Background: an optimization exercise with open tools, aiming at small area, a short achievable clock period and few clock cycles per item. Do not read the settings as production practice.
Only simulation tests tie the RTL to the original design; equivalence was not proved.

## flow/design.v (module list and top-level ports; edited modules follow where they fit)
// module Multiply: 16 lines
// module Multiply_booth: 9 lines
// module Mant_mul: 1189 lines
// module Emission_rom: 104 lines
// module Transition_nz: 64 lines
// module Transition_rom: 151 lines
// module Viterbi: 247 lines
module Viterbi (clk, reset, in_valid, in_word, in_ready,
                out_valid, out_tag, out_last, error);
  // ...
==> flow/run.sh <==
#!/bin/bash
# synth_recipe.tcl (not shown) runs the flow's synth.tcl, then flattens the netlist and writes it again
# the make line also repeats each setting of config.mk as NAME=value (left out here)
make -C /OpenROAD-flow-scripts/flow DESIGN_CONFIG=/design/flow/config.mk WORK_HOME=/design/flow/orfs CLKGATE_MAP_FILE= SYNTH_SCRIPT=/design/flow/synth_recipe.tcl finish
==> flow/config.mk <==
export PLATFORM = sky130hd
export DESIGN_NAME = Viterbi
export DESIGN_NICKNAME = Viterbi
export VERILOG_FILES = /design/flow/design.v
export SDC_FILE = /design/flow/constraint.sdc
export NUM_CORES = 4
export LEC_CHECK = 0
export CAP_MARGIN = 20
export CORE_MARGIN = 2
export CORE_UTILIZATION = 40
export PLACE_DENSITY = 0.6
export SLEW_MARGIN = 20
export SYNTH_MEMORY_MAX_BITS = 16384
==> flow/constraint.sdc <==
create_clock -name core_clock -period 22.0 [get_ports {clk}]
set_input_delay 4.4000 -clock core_clock [delete_from_list [all_inputs] [get_ports {clk}]]
set_output_delay 4.4000 -clock core_clock [all_outputs]
set_load 0.01 [all_outputs]
==> impl_metrics.yaml, run 1 <==
detailed_routing:
  dr.pass1.iters: 8
  vias_per_cell: 6.52
  num_vias: 38700
finish:
  nMultiInputCombCells: 3288
  diodes: 8
  seq_area_mm2: 0.0149
  nets: 4892
  buf_share_pct: 3.54
  multi_input_area_mm2: 0.0259
  buffers: 219
  finish.utilization_pct: 44.5
  final_cell_mix: "476 x edfxtp_1, 393 x inv_1, 294 x xnor2_1"
  clk_share_pct: 3.96
clock_network:
  cts.sinks: 505
  clk_pin_slew_worst_paths_ns: 0.06
  cts-hold-fix-buffers: 0
  cts_tree: "yes"
sta:
  clock_skew_ns: 0.101
  hold_viol_final: 0
  period_minus_slack_ns: 9.28
  whs_ns: 0.432
  fmax_mhz: 108
  post-route-period-util_pct: 42.2
synthesis:
  ys_seq_area_share_pct: 34.3
  synth_commonest_cells: "476 x edfxtp_1, 394 x inv_1, 294 x xnor2_1"
  synthFlopType: "edfxtp_1"
  yosysMostFrequentCell: "edfxtp_1"
  synth_area_leaders: "edfxtp_1 33%, fa_1 12%, xnor2_1 5.9%, a22oi_1 4.9%, ha_1 4.4%"
grt:
  grt.total_usage_pct: 36.5
  grt_pass1_vias: 38000
placed_design:
  dp_hpwl_um: 152000
  dp_cells: 5821
setup_path:
  crit_path_start: "mul.a_enc[8]"
  cp-end-kind: "register"
  cp.arrival_ns: 9.62
  r2r_start: "mul.a_enc[8]"
  crit_slowest_cell: "edfxtp_1"
  required_ns: 22.34
  startpoint_type: "register"
run_status:
  outcome: "complete, no violations"
floorplanning:
  initial_core_util_pct: 40.4
  core_area_mm2: 0.107
  pin_count: 19
Testbench counts, summed over its fixed seeds: cycles 4,871, words 3,918.
==> module Viterbi, before the edit <==
module Viterbi (clk, reset, in_valid, in_word, in_ready,
                out_valid, out_tag, out_last, error);
    input clk, reset;
    input in_valid;
    input [7:0] in_word;
    output in_ready;
    output reg out_valid;
    output reg [3:0] out_tag;
    output reg out_last;
    output reg error;
reg hv, sv;
reg [7:0] hw, sw;
wire pop;
assign in_ready = ~sv;
wire in_acc = in_valid & ~sv;
always @(posedge clk) begin
    if (!reset) begin
        hv <= 1'b0;
        sv <= 1'b0;
    end else begin
        if (sv) begin
            if (pop) begin hw <= sw; sv <= 1'b0; end
        end else if (hv) begin
            if (pop) begin
                hv <= in_acc;
                if (in_acc) hw <= in_word;
            end else if (in_acc) begin
                sw <= in_word; sv <= 1'b1;
            end
        end else if (in_acc) begin
            hw <= in_word; hv <= 1'b1;
        end
    end
end
reg [4:0] wcnt;                
reg [1:0] live;                
reg [3:0] b0;                  
localparam [3:0] A1 = 4'd5;   
reg [1:0] pos;                 
reg tok_started;
reg prev_k;
wire is_ff = (hw == 8'hff);
wire is_word = (hw < 8'd95);
wire mode_err = hv & ((is_word & (wcnt == 5'd16)) | (is_ff & (wcnt == 5'd0)) | (~is_ff & ~is_word));
wire mode_init = hv & is_word & (wcnt == 5'd0);
wire mode_norm = hv & is_word & (wcnt != 5'd0) & (wcnt != 5'd16);
wire mode_fin = hv & is_ff & (wcnt != 5'd0);
wire [15:0] slots;
Emission_rom erom (.word(hw[6:0]), .slots(slots));
wire v0 = slots[7], v1 = slots[15];
wire [3:0] a0 = slots[6:3];
wire [3:0] a1 = A1;
wire [3:0] b1 = A1;
wire [2:0] e0 = slots[2:0], e1 = slots[10:8];
wire [3:0] j0 = mode_init ? 4'd0 : b0;
wire nz00, nz01, nz10, nz11;
Transition_nz tz00 (.j(j0), .i(a0), .nz(nz00));
Transition_nz tz01 (.j(b1), .i(a0), .nz(nz01));
Transition_nz tz10 (.j(j0), .i(a1), .nz(nz10));
Transition_nz tz11 (.j(b1), .i(a1), .nz(nz11));
wire l0 = mode_init | live[0];
wire l1 = ~mode_init & live[1];
wire [3:0] mask = {(mode_init | mode_norm) & v1 & l1 & nz11,
                   (mode_init | mode_norm) & v1 & l0 & nz10,
                   (mode_init | mode_norm) & v0 & l1 & nz01,
                   (mode_init | mode_norm) & v0 & l0 & nz00};
wire [3:0] thr = mask & (4'hf << pos);
wire [3:0] thr_low = thr & (~thr + 1'b1);
wire any = |thr;
wire more = |(thr ^ thr_low);
wire sel_k = thr_low[2] | thr_low[3];
wire sel_m = thr_low[1] | thr_low[3];
wire [1:0] newlive = {mask[2] | mask[3], mask[0] | mask[1]};
wire [3:0] sel_j = sel_m ? b1 : j0;
wire [3:0] sel_i = sel_k ? a1 : a0;
wire [2:0] sel_e = sel_k ? e1 : e0;
wire [43:0] sel_pet;
Transition_rom prom (.j(sel_j), .i(sel_i), .e(sel_e), .pet(sel_pet));
reg p0_v;
reg [1:0] p0_op;               
reg p0_first, p0_kend, p0_wend, p0_k, p0_m;
reg [43:0] p0_pet;               
reg [30:0] p0_dval;              
reg [4:0] p0_n;
reg [30:0] d0, d1;             
reg [30:0] acc;                
reg bj, hbp;                   
reg fx;                        
reg [30:0] candr;
reg fx_m, fx_k, fx_kend, fx_wend;
wire [30:0] mres_w;
wire [30:0] cand;
wire cmp_gt;
wire wb_v = fx | (p0_v & ~p0_op[1] & p0_first);
wire [30:0] wb_val = fx ? (cmp_gt ? candr : acc) : cand;
wire wb_bj = fx ? (cmp_gt ? fx_m : bj) : p0_m;
wire wb_k = fx ? fx_k : p0_k;
wire wb_kend = fx ? fx_kend : p0_kend;
wire wb_wend = fx ? fx_wend : p0_wend;
wire wb_fwd = wb_v & wb_wend;          
wire [30:0] d0_f = (wb_fwd & ~wb_k) ? wb_val : d0;
wire [30:0] d1_f = (wb_fwd & wb_k) ? wb_val : d1;
reg [1:0] q_cnt;
reg q_rd, q_wr;
reg [3:0] em_idx;
reg [3:0] eb_len [0:1];
reg eb_err [0:1];
wire em_busy = (q_cnt != 2'd0);
wire em_last = em_busy & (em_idx == 4'd0);
wire p0_mk = p0_v & p0_op[1];
wire marker_ok = ({1'b0, q_cnt} + {2'b0, p0_mk} - {2'b0, em_last}) <= 3'd1;
wire bub = p0_v & ~p0_op[1] & ~p0_first;
wire sel_kend = sel_k | ~(thr_low[0] & thr[1]);
reg issue, popr, iss_first;
reg [1:0] iss_op;
always @(*) begin
    issue = 1'b0; iss_op = 2'd0; popr = 1'b0;
    iss_first = ~tok_started | (sel_k != prev_k);
    if (bub) begin
    end else if (mode_err) begin
        if (marker_ok) begin issue = 1'b1; iss_op = 2'd3; popr = 1'b1; end
    end else if (mode_init | mode_norm) begin
        if (any) begin issue = 1'b1; iss_op = {1'b0, mode_init}; popr = ~more; end
        else popr = 1'b1;
    end else if (mode_fin) begin
        if (marker_ok) begin issue = 1'b1; iss_op = 2'd2; popr = 1'b1; end
    end
end
assign pop = popr;
always @(posedge clk) begin
    if (!reset) begin
        wcnt <= 5'd0;
        pos <= 2'd0;
        tok_started <= 1'b0;
        p0_v <= 1'b0;
    end else begin
        p0_v <= issue;
        if (issue) begin
            p0_op <= iss_op;
            p0_first <= iss_first;
            p0_kend <= sel_kend;
            p0_wend <= ~more;
            p0_k <= sel_k;
            p0_m <= sel_m;
            p0_n <= wcnt;
            if (mode_fin) begin
                p0_pet <= {13'd0, (live[0] ? d0_f : 31'd0)};
                p0_dval <= live[1] ? d1_f : 31'd0;
            end else begin
                p0_pet <= sel_pet;
                p0_dval <= mode_init ? sel_pet[30:0] : sel_m ? d1_f : d0_f;
            end
        end
        if (popr) begin
            pos <= 2'd0;
            tok_started <= 1'b0;
            if (mode_err | mode_fin) wcnt <= 5'd0;
            else begin
                wcnt <= wcnt + 5'd1;
                live <= newlive;
                b0 <= a0;
            end
        end else if (issue) begin
            pos <= {sel_k, sel_m} + 2'd1;
            tok_started <= 1'b1;
            prev_k <= sel_k;
        end
    end
end
wire [30:0] mres;
Multiply_booth mul (.a_enc(p0_pet), .b(p0_dval), .result(mres));
assign cand = (p0_op == 2'd0) ? mres : p0_dval;
wire [30:0] cmp_a = fx ? candr : p0_dval;
wire [30:0] cmp_b = fx ? acc : p0_pet[30:0];
assign cmp_gt = cmp_a > cmp_b;
wire fin1 = cmp_gt;
wire fin0 = ~cmp_gt & (p0_pet[30:0] != 31'd0);
reg [3:0] sa0 [0:15];
reg [15:0] sb0, sb1;
reg [3:0] eb0 [0:15];
reg [3:0] eb1 [0:15];
wire bp0 = wb_k ? hbp : wb_bj;
wire bp1 = wb_bj;
wire [15:0] fbits = fin1 ? sb1 : sb0;
integer u;
always @(posedge clk) begin
    if (!reset) fx <= 1'b0;
    else fx <= bub;
    if (bub) begin
        candr <= cand;
        fx_m <= p0_m;
        fx_k <= p0_k;
        fx_kend <= p0_kend;
        fx_wend <= p0_wend;
    end
    if (wb_v) begin
        acc <= wb_val;
        bj <= wb_bj;
        if (wb_kend) begin
            if (wb_k) d1 <= wb_val;
            else begin d0 <= wb_val; hbp <= wb_bj; end
        end
        if (wb_wend) begin
            sa0[0] <= b0;
            for (u = 1; u < 16; u = u + 1) sa0[u] <= sa0[u-1];
            sb0 <= {(bp0 ? sb1[14:0] : sb0[14:0]), 1'b0};
            sb1 <= {(bp1 ? sb1[14:0] : sb0[14:0]), 1'b1};
        end
    end
    if (p0_v && p0_op == 2'd2) begin
        for (u = 0; u < 16; u = u + 1) begin
            if (q_wr) eb1[u] <= (fin1 | fin0) ? (fbits[u] ? A1 : sa0[u]) : 4'd0;
            else eb0[u] <= (fin1 | fin0) ? (fbits[u] ? A1 : sa0[u]) : 4'd0;
        end
    end
end
wire [3:0] ld_len = p0_op[0] ? 4'd0 : (p0_n[3:0] - 4'd1);
always @(posedge clk) begin
    out_valid <= 1'b0;
    out_last <= 1'b0;
    error <= 1'b0;
    if (!reset) begin
        q_cnt <= 2'd0;
        q_rd <= 1'b0;
        q_wr <= 1'b0;
    end else begin
        q_cnt <= q_cnt + {1'b0, p0_mk} - {1'b0, em_last};
        if (p0_mk) begin
            eb_len[q_wr] <= ld_len;
            eb_err[q_wr] <= p0_op[0];
            q_wr <= ~q_wr;
        end
        if (!em_busy || em_last) begin
            if (em_last) q_rd <= ~q_rd;
            if (em_last && q_cnt == 2'd2) em_idx <= eb_len[~q_rd];
            else em_idx <= ld_len;           
        end else
            em_idx <= em_idx - 4'd1;
        if (em_busy) begin
            out_valid <= ~eb_err[q_rd];
            error <= eb_err[q_rd];
            out_tag <= q_rd ? eb1[em_idx] : eb0[em_idx];
            out_last <= em_last;
        end
    end
end
endmodule
==> run 2, diff against run 1 <==
--- a/flow/design.v
+++ b/flow/design.v
@@ -1620,15 +1620,13 @@
 reg bj, hbp;                   
 reg fx;                        
-reg [30:0] candr;
-reg fx_m, fx_k, fx_kend, fx_wend;
 wire [30:0] mres_w;
 wire [30:0] cand;
 wire cmp_gt;
 wire wb_v = fx | (p0_v & ~p0_op[1] & p0_first);
-wire [30:0] wb_val = fx ? (cmp_gt ? candr : acc) : cand;
-wire wb_bj = fx ? (cmp_gt ? fx_m : bj) : p0_m;
-wire wb_k = fx ? fx_k : p0_k;
-wire wb_kend = fx ? fx_kend : p0_kend;
-wire wb_wend = fx ? fx_wend : p0_wend;
+wire [30:0] wb_val = fx ? (cmp_gt ? p0_dval : acc) : cand;
+wire wb_bj = fx ? (cmp_gt ? p0_m : bj) : p0_m;
+wire wb_k = p0_k;
+wire wb_kend = p0_kend;
+wire wb_wend = p0_wend;
 wire wb_fwd = wb_v & wb_wend;          
 wire [30:0] d0_f = (wb_fwd & ~wb_k) ? wb_val : d0;
@@ -1684,5 +1682,6 @@
                 p0_dval <= mode_init ? sel_pet[30:0] : sel_m ? d1_f : d0_f;
             end
-        end
+        end else if (bub)
+            p0_dval <= cand;
         if (popr) begin
             pos <= 2'd0;
@@ -1704,5 +1703,5 @@
 Multiply_booth mul (.a_enc(p0_pet), .b(p0_dval), .result(mres));
 assign cand = (p0_op == 2'd0) ? mres : p0_dval;
-wire [30:0] cmp_a = fx ? candr : p0_dval;
+wire [30:0] cmp_a = p0_dval;
 wire [30:0] cmp_b = fx ? acc : p0_pet[30:0];
 assign cmp_gt = cmp_a > cmp_b;
@@ -1720,11 +1719,4 @@
     if (!reset) fx <= 1'b0;
     else fx <= bub;
-    if (bub) begin
-        candr <= cand;
-        fx_m <= p0_m;
-        fx_k <= p0_k;
-        fx_kend <= p0_kend;
-        fx_wend <= p0_wend;
-    end
     if (wb_v) begin
         acc <= wb_val;
==> run 2 against run 1 <==
Compared with the run above: still clean on timing, DRC and antenna; die area fell by 1.9%; synthesized area fell by 1.9%; clock skew fell by 0.046 ns; non-clock buffer count rose by 4; synthesized cell count fell by 0.53%.
==> impl_metrics.yaml, run 2 <==
sta:
  period_minus_slack_ns: 8.75
  hold_viol_final: 0
  whs_ns: 0.423
  fmax_mhz: 114
  relSlewSlack_pct: 15.1
  clock_skew_ns: 0.0551
  setup-violations-final: 0
  rsz0062_at_grt: "no"
  setup_slack_ns: 13.25
  final_max_slew_viol_count: 0
  tns_ns: 0
  post-route-period-util_pct: 39.8
  worst_slew_pin_slew_ns: 1.26
grt:
  grt_pass1_vias: 37600
  antenna_found_initial: 14
  grt_max_degree: 65
  grt-ovfl-total: 0
  use_met3_pct: 7.83
  grt.total_usage_pct: 37.7
  grt_pass1_wl_um: 292000
  use_met1_pct: 46.4
  use_met2_pct: 59.4
  grt-busiest-layer: "met2"
synthesis:
  ys_seq_area_share_pct: 32.5
  synthArstFlopShare_pct: 0
  synth_area_per_cell_um2: 9.41
  synth_xor_area_share_pct: 6.86
  synth_compound_area_share_pct: 18.0
  yosysTopAreaCellShare_pct: 31.2
  synth_top_family_by_area: "compound AO/OA/AOI/OAI gates"
  syn-cell-area_mm2: 0.0425
  yosysMostFrequentCell: "edfxtp_1"
  muxShareOfSynthArea_pct: 4.47
  synth-simple-area-share_pct: 15.1
  yosysTopAreaCell: "edfxtp_1"
  netlist_instances: 4517
  synth_cell_types: 107
  yosysWarnings: 7
  synth-seq-cells: 470
  synth_area_leaders: "edfxtp_1 31%, fa_1 12%, xnor2_1 6.1%, a22oi_1 5.5%, ha_1 4.5%"
  synth_commonest_cells: "441 x edfxtp_1, 394 x inv_1, 336 x nand2_1"
  synth_fa_ha_area_share_pct: 16.3
  syn-num-nets: 4932
  synthFlopType: "edfxtp_1"
  synth_edf_count: 441
setup_path:
  required_ns: 22.32
  startpoint_type: "register"
  critPathMaxStageDelay_ns: 0.97
  crit_slowest_cell: "edfxtp_1"
  crit_path_start: "mul.a_enc[4]"
  path_max_fanout: 25
  r2r_start: "mul.a_enc[4]"
  crit_top_cell: "fa_1"
  critical_path_class: "register to register"
  reg2reg_depth: 31
  cp-end-kind: "register"
  cp.arrival_ns: 9.07
detailed_routing:
  drtAntennaViolNets: 0
  dr.first_iter.drc_count: 5219
  num_vias: 39000
  vias_per_cell: 6.62
  wirelength_um: 207000
  post_drt_wl_per_cell_um: 35.1
  dr.pass1.iters: 8
  drc_errors: 0
clock_network:
  clk_pin_slew_worst_paths_ns: 0.06
  clk_latency_ns: 0.64
  clockBufferDepth: 3
  cts_tree: "yes"
  cts.sinks: 470
  numCtsBuffers: 52
  cts_root_buf: "clkbuf_16"
  cts-hold-fix-buffers: 0
  cts.repair.resized: 0
  post_cts_buffers: 0
  ctsHtreeMaxLevel: 2
floorplanning:
  floorplan.rows: 119
  die_width_um: 330
  pin_count: 19
  die_y_um: 330
  initial_core_util_pct: 40.4
  die-area_mm2: 0.109
  core_area_mm2: 0.105
placed_design:
  place_congestion: 1.11
  dp_hpwl_um: 151000
  place_ws_ns: 13.41
  port_buffers: 18
finish:
  syn_to_final_growth_pct: 9.60
  final_common_cell: "edfxtp_1"
  final_cell_mix: "441 x edfxtp_1, 394 x inv_1, 336 x nand2_1"
  reg_top3: "eb0 (64), eb1 (64), sa0 (64)"
  finish.utilization_pct: 44.2
  drive_above_1_share_pct: 9.72
  nets: 4872
hold_path:
  whs_path_depth: 0
  worstHoldPathType: "register to register"
  hold_start: "sa0[1][3]"
flow_run:
  drv_cap: 0
run_status:
  outcome: "complete, no violations"
==> run 2: changes by cell type in the layout (fill, tap and decap cells not counted), moves of 25 or more <==
cell,previous run,this run
o21ai_0,197,142
nand2_1,289,336
nor2b_1,55,17
edfxtp_1,476,441
and2_1,22,54
mux2_2,69,37
nor2_1,283,255
nand4_1,61,87
a221oi_1,14,39
a22oi_1,284,309
==> run 2: layout make-up <==
class | count | area [µm²]
Inverter | 405 | 1520
Multi-Input combinational cell | 3305 | 26100
Clock buffer | 59 | 1330
Fill cell | 10200 | 58700
Sequential cell | 470 | 13800
Antenna cell | 6 | 15.0
Clock inverter | 35 | 352
Timing Repair Buffer | 223 | 1720
Tap cell | 1391 | 1740
==> run 2: worst paths after layout <==
path / to / slack, ns
setup reg to reg: p0_dval[15] / 13.25
hold / removal: sa0[2][3] / 0.42
hold reg to reg: sa0[2][3] / 0.42
setup / recovery: p0_dval[15] / 13.25
==> run 2: layer usage <==
layer	part of all wire (%)	vias up
li1	-	16400
met5	0.019	-
met2	45	2513
met1	37	19400
met4	8.9	6
met3	9.1	768
==> run 2: cells by family (layout without fill, tap and decap cells) <==
family / Yosys count / after routing
buf+inv: 742 / 722
other cells: 0 / 6
flops: 470 / 470
mux: 181 / 181
xor+xnor: 333 / 333
compound gates: 1106 / 1106
simple gates: 1281 / 1281
fa+ha+maj: 404 / 404
==> run 2: critical path, delay by kind of cell, from the launching register on <==
family	cells	cell delay, ns
AOI/OAI and AO/OA	13	3.21
adders and majority gates	7	2.96
DFF	1	0.97
muxes	2	0.43
xor gates and xnor gates	2	0.37
and+or+nand+nor	3	0.30
buffers and inverters	4	0.21
==> run 2: per-stage QoR <==
step / area [µm²] / std cells
2_1_floorplan: 42500 / 4517
3_3_place_gp: 44800 / 5789
3_5_place_dp: 44800 / 5790
4_1_cts: 46500 / 5884
5_1_grt: 46500 / 5888
6_report: 46600 / 5894
Testbench counts of run 2, summed over its fixed seeds: cycles 4,871, words 3,918.
==> run 3, diff against run 2 <==
==> flow/flow/run.sh (new file) <==
#!/bin/bash
# Standard ORFS layout (the standard.sh), with the post-CTS and post-route
# timing repair aiming for a setup slack of 16 ns at the design's clock period.
set -euo pipefail
bash standard.sh SETUP_SLACK_MARGIN=16 finish > flow_make.log 2>&1
==> flow/standard.sh (new file) <==
#!/bin/bash
# synth_recipe.tcl (not shown) runs the flow's synth.tcl, then flattens the netlist and writes it again
# the make line also repeats each setting of config.mk as NAME=value (left out here)
make -C /OpenROAD-flow-scripts/flow DESIGN_CONFIG=/design/flow/config.mk WORK_HOME=/design/flow/orfs CLKGATE_MAP_FILE= SYNTH_SCRIPT=/design/flow/synth_recipe.tcl "${@:-finish}"
removed: flow/run.sh
==> run 3 against run 2 <==
Compared with the run above: critical endpoint unchanged; still clean; largest cell class unchanged; die area did not move; highest routed layer unchanged; synthesized cell count did not move.
==> impl_metrics.yaml, run 3 <==
synthesis:
  yosysTopAreaCellShare_pct: 31.2
  synth_cell_types: 107
  synth_compound_area_share_pct: 18.0
  synth_xor_area_share_pct: 6.86
  syn-num-nets: 4932
  yosysMostFrequentCell: "edfxtp_1"
  yosysWarnings: 7
  synthFlopType: "edfxtp_1"
  synth-seq-cells: 470
  synth_commonest_cells: "441 x edfxtp_1, 394 x inv_1, 336 x nand2_1"
  yosysTopAreaCell: "edfxtp_1"
  netlist_instances: 4517
  synth_area_leaders: "edfxtp_1 31%, fa_1 12%, xnor2_1 6.1%, a22oi_1 5.5%, ha_1 4.5%"
  muxShareOfSynthArea_pct: 4.47
  synth-simple-area-share_pct: 15.1
  synthArstFlopShare_pct: 0
  synth_top_family_by_area: "compound AO/OA/AOI/OAI gates"
  synth_edf_count: 441
  synth_fa_ha_area_share_pct: 16.3
  synth_area_per_cell_um2: 9.41
  syn-cell-area_mm2: 0.0425
  ys_seq_area_share_pct: 32.5
sta:
  relSlewSlack_pct: 9.44
  period_minus_slack_ns: 7.44
  clock_skew_ns: 0.0606
  fmax_mhz: 134
  tns_ns: 0
  setup-violations-final: 0
  hold_viol_final: 0
  worst_slew_pin_slew_ns: 1.34
  final_max_slew_viol_count: 0
  rsz0062_at_grt: "yes"
  post-route-period-util_pct: 33.8
floorplanning:
  die_width_um: 330
  pin_count: 19
  initial_core_util_pct: 40.4
  die-area_mm2: 0.109
  die_y_um: 330
  core_area_mm2: 0.105
  floorplan.rows: 119
finish:
  drive_above_1_share_pct: 21.1
  reg_top3: "eb0 (64), eb1 (64), sa0 (64)"
  nets: 5127
  design_area_mm2: 0.0514
  nFillCells: 9730
  syn_to_final_growth_pct: 21.1
  final_cell_mix: "441 x edfxtp_1, 378 x inv_1, 348 x buf_4"
  final_common_cell: "edfxtp_1"
setup_path:
  critPathMaxStageDelay_ns: 0.51
  reg2reg_to: "p0_dval[15]"
  path_max_fanout: 26
  cp.arrival_ns: 7.81
  required_ns: 22.36
  crit_top_cell: "fa_1"
  startpoint_type: "register"
  crit_slowest_cell: "fa_1"
  cp-end-kind: "register"
  r2r_start: "mul.a_enc[15]"
  crit_path_start: "mul.a_enc[15]"
  regToRegSetupSlack_ns: 14.56
  critical_path_class: "register to register"
  reg2reg_depth: 30
clock_network:
  clockBufferDepth: 3
  cts.sinks: 470
  clk_pin_slew_worst_paths_ns: 0.06
  cts_tree: "yes"
  numCtsBuffers: 51
  cts_root_buf: "clkbuf_16"
  clk_latency_ns: 0.63
  ctsHtreeMaxLevel: 2
detailed_routing:
  post_drt_wl_per_cell_um: 36.6
  dr.first_iter.drc_count: 5238
  wirelength_um: 225000
  drtAntennaViolNets: 0
  vias_per_cell: 6.63
  dr.pass1.iters: 6
  drc_errors: 0
  num_vias: 40700
hold_path:
  worstHoldPathType: "register to register"
  hold_start: "sa0[9][3]"
  whs_path_depth: 0
  min_to: "sa0[10][3]"
placed_design:
  place_congestion: 1.09
  placed_area_mm2: 0.0452
  port_buffers: 18
  dp_hpwl_um: 159000
grt:
  grt.total_usage_pct: 40.6
  grt_pass1_vias: 39400
  grt_max_degree: 65
  antenna_found_initial: 6
  grt-ovfl-total: 0
  grt_pass1_wl_um: 311000
run_status:
  outcome: "complete, no violations"
flow_run:
  drv_cap: 0
-- run 3: kinds of logic (layout without fill, tap and decap cells) --
kind of cell,after synthesis,in the layout
and+or+nand+nor,1281,1281
AOI/OAI and AO/OA,1106,1106
buffers and inverters,742,978
DFF,470,470
adders and majority gates,404,404
xor gates and xnor gates,333,333
muxes,181,182
other,0,4
-- run 3: what timing repair did --
action | in CTS | in global routing
hold buffers | 0 | 0
endpoints found under the setup margin | 166 | 221
gates cloned | 15 | 1
buffers inserted | 184 | 56
pin swaps | 113 | 99
resized for setup | 326 | 209
-- run 3: worst max-delay path by stage --
| stage | to | slack [ns] | cells after the start |
|---|---|---|---|
| CTS | p0_dval[15] | 14.72 | 32 |
| global route | p0_dval[15] | 14.28 | 32 |
| global placement | p0_dval[15] | 14.17 | 30 |
| floorplan | p0_dval[15] | 14.88 | 33 |
| detailed placement | p0_dval[15] | 14.00 | 30 |
| finish | p0_dval[15] | 14.56 | 30 |
-- run 3: critical path, delay by kind of cell (launching register included) --
kind	cells	cell delay, ns
AO/OA/AOI/OAI	12	2.39
XOR/XNOR	2	0.44
adder cells (fa/ha/maj)	7	2.84
buffers and inverters	4	0.59
flip-flops	1	0.34
multiplexers	1	0.20
AND/OR/NAND/NOR	4	0.35
-- run 3: through the flow --
step	hold slack, ns	util (%)	instances	worst slack, ns
3_3_place_gp	0.421	42.9	5792	14.17
4_1_cts	0.399	47.5	6086	14.72
6_report	0.408	48.9	6149	14.56
3_5_place_dp	0.426	42.9	5792	14.00
2_1_floorplan	0.415	-	4517	14.88
5_1_grt	0.413	48.9	6145	14.28
-- run 3: per-layer routing --
layer	vias up	GRT usage, %	part of all wire (%)
met2	2611	64.3	45
met1	20500	49.3	37
li1	16900	-	-
met3	765	8.41	9.0
met4	10	28.9	9.0
met5	-	0	0.035
-- run 3: layout make-up --
cell class	count	area (µm²)	share of cell area [%]
Inverter	405	1580	3.06
Multi-Input combinational cell	3306	28100	54.6
Tap cell	1391	1740	3.38
Timing Repair Buffer	478	4610	8.96
Clock inverter	25	246	0.479
Clock buffer	70	1360	2.64
Sequential cell	470	13800	26.9
Antenna cell	4	10.0	0.0195

==> port drivers added, routing unchanged <==
No port has a modelled driver above. Below, the same layouts with a new extraction and two added sets of constraints. Step 1: set_driving_cell puts a clkbuf_16 on clk and a buf_2 on each other input, an assumption about the parent block. Step 2 times the ports against the registers' clock, not the clock port: input delays grow and output delays shrink by t, the midpoint of the rising clock arrivals with the driver on. Three values: ideal, step 1, step 2; two values: the first two.
| run | t, ns | slack for setup (ns) | worst setup path at the end | worst register clock-pin slew, ns | worst data-port slew with drivers (ns) |
|---|---|---|---|---|---|
| run 1 | 0.693 | 12.718 / 12.718 / 12.718 | register to register | 0.08 / 0.08 | 0.05 |
| run 2 | 0.678 | 13.245 / 13.245 / 13.245 | register to register | 0.07 / 0.07 | 0.05 |
| run 3 | 0.671 | 14.558 / 14.558 / 14.558 | register to register | 0.06 / 0.06 | 0.06 |
After both steps every run listed still meets setup and hold.
